Background: an optimization exercise with open tools, aiming at small area. Do not read the settings as production practice. Only simulation tests tie the RTL to the original design; equivalence was not proved. Power is estimated from default activity; no workload was simulated.

==> flow/design.v (excerpt) <==
module c7bifu (
   input              clk,
   input              resetn,
   output [31:0]      ifu_icu_addr_ic1,
   output             ifu_icu_req_ic1,
   input              icu_ifu_ack_ic1,
   input              icu_ifu_data_valid_ic2,
   input  [63:0]      icu_ifu_data_ic2,
   input              exu_ifu_except,
   input  [31:0]      exu_ifu_isr_addr,
   input              exu_ifu_branch,
   input  [31:0]      exu_ifu_brn_addr,
   input              exu_ifu_ertn,
   input  [31:0]      exu_ifu_ert_addr,
   input              exu_ifu_stall,
   output             ifu_exu_vld_d,
   output [31:0]      ifu_exu_pc_d,
   output [4:0]       ifu_exu_rs1_d,
   output [4:0]       ifu_exu_rs2_d,
   output [4:0]       ifu_exu_rd_d,
   output             ifu_exu_wen_d,
   output [31:0]      ifu_exu_imm_shifted_d,
   output             ifu_exu_alu_vld_d,
   output [5:0]       ifu_exu_alu_op_d,  
   output             ifu_exu_alu_a_pc_d, 
   output [31:0]      ifu_exu_alu_c_d,
   output             ifu_exu_alu_double_word_d,
   output             ifu_exu_alu_b_imm_d,
   output             ifu_exu_lsu_vld_d,
   output [6:0]       ifu_exu_lsu_op_d,  
   output             ifu_exu_lsu_double_read_d,
   output             ifu_exu_bru_vld_d,
   output [3:0]       ifu_exu_bru_op_d,  
   output [31:0]      ifu_exu_bru_offset_d,
   output             ifu_exu_mul_vld_d,
   output             ifu_exu_mul_signed_d,
   output             ifu_exu_mul_double_d,
   output             ifu_exu_mul_hi_d,
   output             ifu_exu_mul_short_d,
   output             ifu_exu_csr_vld_d,
   output [13:0]      ifu_exu_csr_raddr_d,  
   output             ifu_exu_csr_xchg_d,
   output             ifu_exu_csr_wen_d,
   output [13:0]      ifu_exu_csr_waddr_d,  
   output             ifu_exu_ertn_vld_d,
   output             ifu_exu_exc_vld_d,
   output [5:0]       ifu_exu_exc_code_d
);
Size: ~410 I/O pins, roughly 12,000 um2 of cells after synthesis.
==> flow/config.mk <==
export PLATFORM = sky130hd
export DESIGN_NAME = c7bifu
export DESIGN_NICKNAME = c7bifu
export VERILOG_FILES = /design/flow/design.v
export SDC_FILE = /design/flow/constraint.sdc
export NUM_CORES = 4
export LEC_CHECK = 0
export CAP_MARGIN = 5
export CORE_MARGIN = 2
export CORE_UTILIZATION = 60
export SLEW_MARGIN = 5
==> flow/constraint.sdc <==
create_clock -name core_clock -period 12.0 [get_ports {clk}]
set_input_delay 2.4000 -clock core_clock [delete_from_list [all_inputs] [get_ports {clk}]]
set_output_delay 2.4000 -clock core_clock [all_outputs]
set_load 0.01 [all_outputs]
standard.sh (not shown) runs the stock make flow with config.mk's settings and CLKGATE_MAP_FILE= SYNTH_SCRIPT=/design/flow/synth_recipe.tcl, a recipe that flattens the netlist after the stock synthesis.
==> flow/flow/run.sh <==
#!/bin/bash
# Layout flow: the standard synthesis, then an area-oriented re-mapping of
# the combinational logic (registers untouched), then the standard layout with
# the smallest buffer cell on the ports and a clock tree of small buffers.
set -euo pipefail
RES=orfs/results/sky130hd/c7bifu/base
LIB=$FLOW_HOME/platforms/sky130hd/lib/sky130_fd_sc_hd__tt_025C_1v80.lib

bash standard.sh synth > synth.log 2>&1

cp $RES/1_2_yosys.v $RES/1_2_yosys.std.v
DONT_USE=$(grep -oE 'cell \("sky130_fd_sc_hd__(lpflow|probe)[a-z0-9_]*' $LIB | sed 's/cell ("/-dont_use /' | tr '\n' ' ')
sed -e "s#@LIB@#$LIB#g" -e "s#@DONT_USE@#$DONT_USE#g" -e "s#@IN@#$RES/1_2_yosys.std.v#g" \
    -e "s#@OUT@#$RES/1_2_yosys.v#g" -e "s#@ABC@#flow/remap.abc#g" flow/remap.ys.in > remap.ys
yosys -l remap.log -q remap.ys > /dev/null

export BUFFER_PORTS_ARGS="-buffer_cell sky130_fd_sc_hd__buf_1"
export CTS_ARGS="-sink_clustering_enable -repair_clock_nets -buf_list {sky130_fd_sc_hd__clkbuf_8} -sink_clustering_size 20 -sink_clustering_max_diameter 50 -dont_use_dummy_load"
bash standard.sh > layout.log 2>&1
==> flow/flow/remap.abc <==
strash
&get -n
&deepsyn -T 240 -S 7
&put
&get -n
&st
&dch
&nf -R 1000
&put
==> flow/flow/remap.ys.in <==
# Re-map the combinational cells of the standard synthesis for area.
# Registers (and the tie cell) stay as they are, with their names.
read_liberty -ignore_miss_func -overwrite @LIB@
read_verilog @IN@
hierarchy -top c7bifu
blackbox sky130_fd_sc_hd__dfrtp_1 sky130_fd_sc_hd__dfxtp_1 sky130_fd_sc_hd__edfxtp_1 sky130_fd_sc_hd__conb_1
flatten
opt_clean
abc -liberty @LIB@ @DONT_USE@ -script @ABC@
opt_clean -purge
hilomap -singleton -hicell sky130_fd_sc_hd__conb_1 HI -locell sky130_fd_sc_hd__conb_1 LO
insbuf -buf sky130_fd_sc_hd__buf_4 A X
splitnets
opt_clean -purge
stat -liberty @LIB@
write_verilog -noattr -nohex -nodec @OUT@
The baseline completed without violations.
==> next run, changes <==
--- a/flow/flow/run.sh
+++ b/flow/flow/run.sh
@@ -17,3 +17,3 @@
 export BUFFER_PORTS_ARGS="-buffer_cell sky130_fd_sc_hd__buf_1"
-export CTS_ARGS="-sink_clustering_enable -repair_clock_nets -buf_list {sky130_fd_sc_hd__clkbuf_8} -sink_clustering_size 20 -sink_clustering_max_diameter 50 -dont_use_dummy_load"
+export CTS_ARGS="-sink_clustering_enable -repair_clock_nets -buf_list {sky130_fd_sc_hd__clkbuf_8} -sink_clustering_size 18 -sink_clustering_max_diameter 80 -dont_use_dummy_load"
 bash standard.sh > layout.log 2>&1
=> Die area fell by 0.37%. Combinational power fell by about 10%. Cell area fell by about 0.8%. Sequential share of layout area rose by 0.33 points. Cell count fell by 0.58%. Routed wire length rose by about 20%. Via count rose by 4.7%. Power fell by about 3%. Core utilization fell by 0.31 points. Maximum frequency fell by 8.2%. Area after synthesis fell by about 0.4%.

---

c7bifu, a different RTL version from the one above (not shown whole).
Size: roughly 1400 cells after synthesis, roughly 210 flip-flops, about 410 I/O pins, about 14000 um2 of cells after synthesis.
Settings: LEC_CHECK=0, CAP_MARGIN=20, CORE_MARGIN=2, CORE_UTILIZATION=40, SLEW_MARGIN=20; clock period 12.0 ns.
==> flow/flow/run.sh <==
#!/bin/bash
# Standard layout, except that the port buffers use the smallest buffer cell.
set -euo pipefail
export BUFFER_PORTS_ARGS="-buffer_cell sky130_fd_sc_hd__buf_1"
bash standard.sh > standard.log 2>&1
The baseline completed without violations.
Next try:
==> flow/flow/run.sh (replaced) <==
#!/bin/bash
# Layout flow: the standard synthesis, then an area-oriented re-mapping of
# the combinational logic (registers untouched), then the standard layout with
# the smallest buffer cell on the ports and a clock tree of small buffers.
set -euo pipefail
RES=orfs/results/sky130hd/c7bifu/base
LIB=$FLOW_HOME/platforms/sky130hd/lib/sky130_fd_sc_hd__tt_025C_1v80.lib

bash standard.sh synth > synth.log 2>&1

cp $RES/1_2_yosys.v $RES/1_2_yosys.std.v
DONT_USE=$(grep -oE 'cell \("sky130_fd_sc_hd__(lpflow|probe)[a-z0-9_]*' $LIB | sed 's/cell ("/-dont_use /' | tr '\n' ' ')
sed -e "s#@LIB@#$LIB#g" -e "s#@DONT_USE@#$DONT_USE#g" -e "s#@IN@#$RES/1_2_yosys.std.v#g" \
    -e "s#@OUT@#$RES/1_2_yosys.v#g" -e "s#@ABC@#flow/remap.abc#g" flow/remap.ys.in > remap.ys
yosys -l remap.log -q remap.ys > /dev/null

export BUFFER_PORTS_ARGS="-buffer_cell sky130_fd_sc_hd__buf_1"
export CTS_ARGS="-sink_clustering_enable -repair_clock_nets -buf_list {sky130_fd_sc_hd__clkbuf_8} -sink_clustering_size 18 -sink_clustering_max_diameter 80 -dont_use_dummy_load"
bash standard.sh > layout.log 2>&1
==> flow/flow/remap.abc (new file) <==
strash
&get -n
&deepsyn -T 120
&put
&get -n
&st
&dch
&nf -R 1000
&put
==> flow/flow/remap.ys.in (new file) <==
# Re-map the combinational cells of the standard synthesis for area.
# Registers (and the tie cell) stay as they are, with their names.
read_liberty -ignore_miss_func -overwrite @LIB@
read_verilog @IN@
hierarchy -top c7bifu
blackbox sky130_fd_sc_hd__dfrtp_1 sky130_fd_sc_hd__dfxtp_1 sky130_fd_sc_hd__edfxtp_1 sky130_fd_sc_hd__conb_1
flatten
opt_clean
abc -liberty @LIB@ @DONT_USE@ -script @ABC@
opt_clean -purge
hilomap -singleton -hicell sky130_fd_sc_hd__conb_1 HI -locell sky130_fd_sc_hd__conb_1 LO
insbuf -buf sky130_fd_sc_hd__buf_4 A X
splitnets
opt_clean -purge
stat -liberty @LIB@
write_verilog -noattr -nohex -nodec @OUT@
Settings changed: GPL_TIMING_DRIVEN set to 0.
The changed run ran to the end with no violations.
Hold slack is worse by 0.027 ns.
Register-to-register slack is worse by 2.1 ns.
Routed wire length is lower by 11%.
Next try:
Settings changed: CORE_UTILIZATION 40 to 60, GPL_TIMING_DRIVEN 0 to not set.
Outcome:
- The new run ran to the end with no violations
- wire length shrinks by a little under a tenth
- setup slack improved by 0.24 ns
- total power grows by a few percent
Next try:
==> flow/flow/run.sh (replaced) <==
#!/bin/bash
# Standard layout, except: port buffers use the smallest buffer cell, and the
# clock tree uses small clock buffers and no dummy loads.
set -euo pipefail
export BUFFER_PORTS_ARGS="-buffer_cell sky130_fd_sc_hd__buf_1"
export CTS_ARGS="-sink_clustering_enable -repair_clock_nets -buf_list {sky130_fd_sc_hd__clkbuf_4 sky130_fd_sc_hd__clkbuf_8} -dont_use_dummy_load"
bash standard.sh > standard.log 2>&1
Settings changed: CORE_UTILIZATION 60 to 40.
removed: flow/flow/remap.abc
removed: flow/flow/remap.ys.in
Outcome:
- The new run finished clean
- clock-buffer cell count came out higher by 22
- combinational power increases by 18%
- setup slack improves by 0.70 ns
- hold slack improves by 0.0039 ns
- via count grows by 4.4%
- final cell count rises by 14%
- global-route usage fell by 10 points
- wire length came out higher by 23%
- total power goes up by 18%
- die area grows by 69%
Next try:
==> flow/run.sh (new file) <==
#!/bin/bash
# synth_recipe.tcl (not shown) runs the flow's synth.tcl, then flattens the netlist and writes it again
# the make line also repeats each setting of config.mk as NAME=value (left out here)
make -C /OpenROAD-flow-scripts/flow DESIGN_CONFIG=/design/flow/config.mk WORK_HOME=/design/flow/orfs CLKGATE_MAP_FILE= SYNTH_SCRIPT=/design/flow/synth_recipe.tcl finish
removed: flow/flow/run.sh
removed: flow/standard.sh
The changed run went through all stages and came out clean.
Power rises by 15%.
Global-route usage increases by 1.2 points.
Routed wire length grows by 4.9%.
Core utilization grows by 8.0 points.
Sequential share of layout area shrinks by 5.5 points.

---

RTL: one of the versions met above, not the one the previous note started from.
Size: about 1200 cells after synthesis, roughly 410 I/O pins, about 0.012 mm^2 of cells after synthesis.
clock: 12.0 ns
lec_check: 0
cap_margin: 5
core_margin: 2
core_utilization: 60
slew_margin: 5
==> flow/flow/run.sh <==
#!/bin/bash
# Layout flow: the standard synthesis, then an area-oriented re-mapping of
# the combinational logic (registers untouched), then the standard layout with
# the smallest buffer cell on the ports and a clock tree of small buffers.
set -euo pipefail
RES=orfs/results/sky130hd/c7bifu/base
LIB=$FLOW_HOME/platforms/sky130hd/lib/sky130_fd_sc_hd__tt_025C_1v80.lib

bash standard.sh synth > synth.log 2>&1

cp $RES/1_2_yosys.v $RES/1_2_yosys.std.v
DONT_USE=$(grep -oE 'cell \("sky130_fd_sc_hd__(lpflow|probe)[a-z0-9_]*' $LIB | sed 's/cell ("/-dont_use /' | tr '\n' ' ')
sed -e "s#@LIB@#$LIB#g" -e "s#@DONT_USE@#$DONT_USE#g" -e "s#@IN@#$RES/1_2_yosys.std.v#g" \
    -e "s#@OUT@#$RES/1_2_yosys.v#g" -e "s#@ABC@#flow/remap.abc#g" flow/remap.ys.in > remap.ys
yosys -l remap.log -q remap.ys > /dev/null

export BUFFER_PORTS_ARGS="-buffer_cell sky130_fd_sc_hd__buf_1"
export CTS_ARGS="-sink_clustering_enable -repair_clock_nets -buf_list {sky130_fd_sc_hd__clkbuf_16} -sink_clustering_size 36 -sink_clustering_max_diameter 60 -dont_use_dummy_load"
bash standard.sh > layout.log 2>&1
==> flow/flow/remap.abc <==
strash
&get -n
&deepsyn -T 120
&put
&get -n
&st
&dch
&nf -R 1000
&put
==> flow/flow/remap.ys.in <==
# Re-map the combinational cells of the standard synthesis for area.
# Registers (and the tie cell) stay as they are, with their names.
read_liberty -ignore_miss_func -overwrite @LIB@
read_verilog @IN@
hierarchy -top c7bifu
blackbox sky130_fd_sc_hd__dfrtp_1 sky130_fd_sc_hd__dfxtp_1 sky130_fd_sc_hd__edfxtp_1 sky130_fd_sc_hd__conb_1
flatten
opt_clean
abc -liberty @LIB@ @DONT_USE@ -script @ABC@
opt_clean -purge
hilomap -singleton -hicell sky130_fd_sc_hd__conb_1 HI -locell sky130_fd_sc_hd__conb_1 LO
insbuf -buf sky130_fd_sc_hd__buf_4 A X
splitnets
opt_clean -purge
stat -liberty @LIB@
write_verilog -noattr -nohex -nodec @OUT@
Change:
--- a/flow/flow/run.sh
+++ b/flow/flow/run.sh
@@ -17,3 +17,3 @@
 export BUFFER_PORTS_ARGS="-buffer_cell sky130_fd_sc_hd__buf_1"
-export CTS_ARGS="-sink_clustering_enable -repair_clock_nets -buf_list {sky130_fd_sc_hd__clkbuf_16} -sink_clustering_size 36 -sink_clustering_max_diameter 60 -dont_use_dummy_load"
+export CTS_ARGS="-sink_clustering_enable -repair_clock_nets -buf_list {sky130_fd_sc_hd__clkbuf_8} -sink_clustering_size 18 -sink_clustering_max_diameter 80 -dont_use_dummy_load"
 bash standard.sh > layout.log 2>&1
==> flow/flow/remap.abc (replaced) <==
strash
&get -n
&deepsyn -T 240 -S 7
&put
&get -n
&st
&dch
&nf -R 1000
&put
CORE_UTILIZATION = 66   (was 60)
The changed run finished with timing, DRC and antenna clean.
Die area fell by about 9%.
First-iteration DRC count fell by about 0.7%.
Sequential share of layout area rose by 0.87 points.
Total power fell by about 10%.
Wire length rose by about 7.5%.
Change:
==> flow/flow/remap.abc (replaced) <==
strash
&get -n
&deepsyn -T 120
&put
&get -n
&st
&dch
&nf -R 1000
&put
CORE_UTILIZATION = 60   (was 66)
After rerunning: The new run finished clean; cell area climbs slightly; die area rises by roughly a tenth; sequential power goes up slightly; worst setup slack is better by 0.49 ns; power goes up by a few percent; sequential share of layout area fell by 0.39 points; clock-buffer cell count came out higher by 1; routed wire length is lower by a little under a tenth.

separate check: timing with driven ports:
The flow's constraints put no driver on any port. The routed layouts listed below were extracted and timed again, unchanged, in two steps. Step 1 assumes that a clkbuf_16 drives the clock port and a buf_2 every other input. Step 2, shift: input delay + t, output delay - t, t = (earliest + latest rising clock arrival at the registers) / 2. This alone moves slack from input paths to output paths. Slacks: no drivers / after step 1 / after step 2; pairs: no drivers / after step 1.
| run | t (ns) | setup slack, ns | worst setup path after step 2 | worst register clock-pin slew, ns | pins driven straight from the clock port |
|---|---|---|---|---|---|
| the first run of note 1 | 0.535 | 2.796 / 2.763 / 3.298 | register to output | 0.11 / 0.11 | 1 |
| the second run of note 1 | 0.546 | 1.970 / 1.931 / 2.477 | register to output | 0.12 / 0.12 | 1 |
| the first run of note 2 | 0.546 | 3.447 / 3.399 / 3.499 | input to output | 0.06 / 0.06 | 1 |
| the second run of note 2 | 0.551 | 2.514 / 2.465 / 3.016 | register to output | 0.12 / 0.12 | 1 |
| the third run of note 2 | 0.529 | 2.755 / 2.713 / 3.242 | register to output | 0.11 / 0.11 | 1 |
| the fourth run of note 2 | 0.543 | 3.459 / 3.416 / 3.471 | input to output | 0.06 / 0.06 | 1 |
| the fifth run of note 2 | 0.544 | 2.593 / 2.544 / 2.655 | input to output | 0.06 / 0.06 | 1 |
| the first run of note 3 | 0.517 | 2.594 / 2.545 / 3.062 | register to output | 0.10 / 0.10 | 1 |
| the second run of note 3 | 0.544 | 2.102 / 2.059 / 2.603 | register to output | 0.11 / 0.11 | 1 |
| the third run of note 3 | 0.508 | 2.589 / 2.545 / 3.053 | register to output | 0.11 / 0.11 | 1 |
After both steps setup and hold are still met in every run listed.
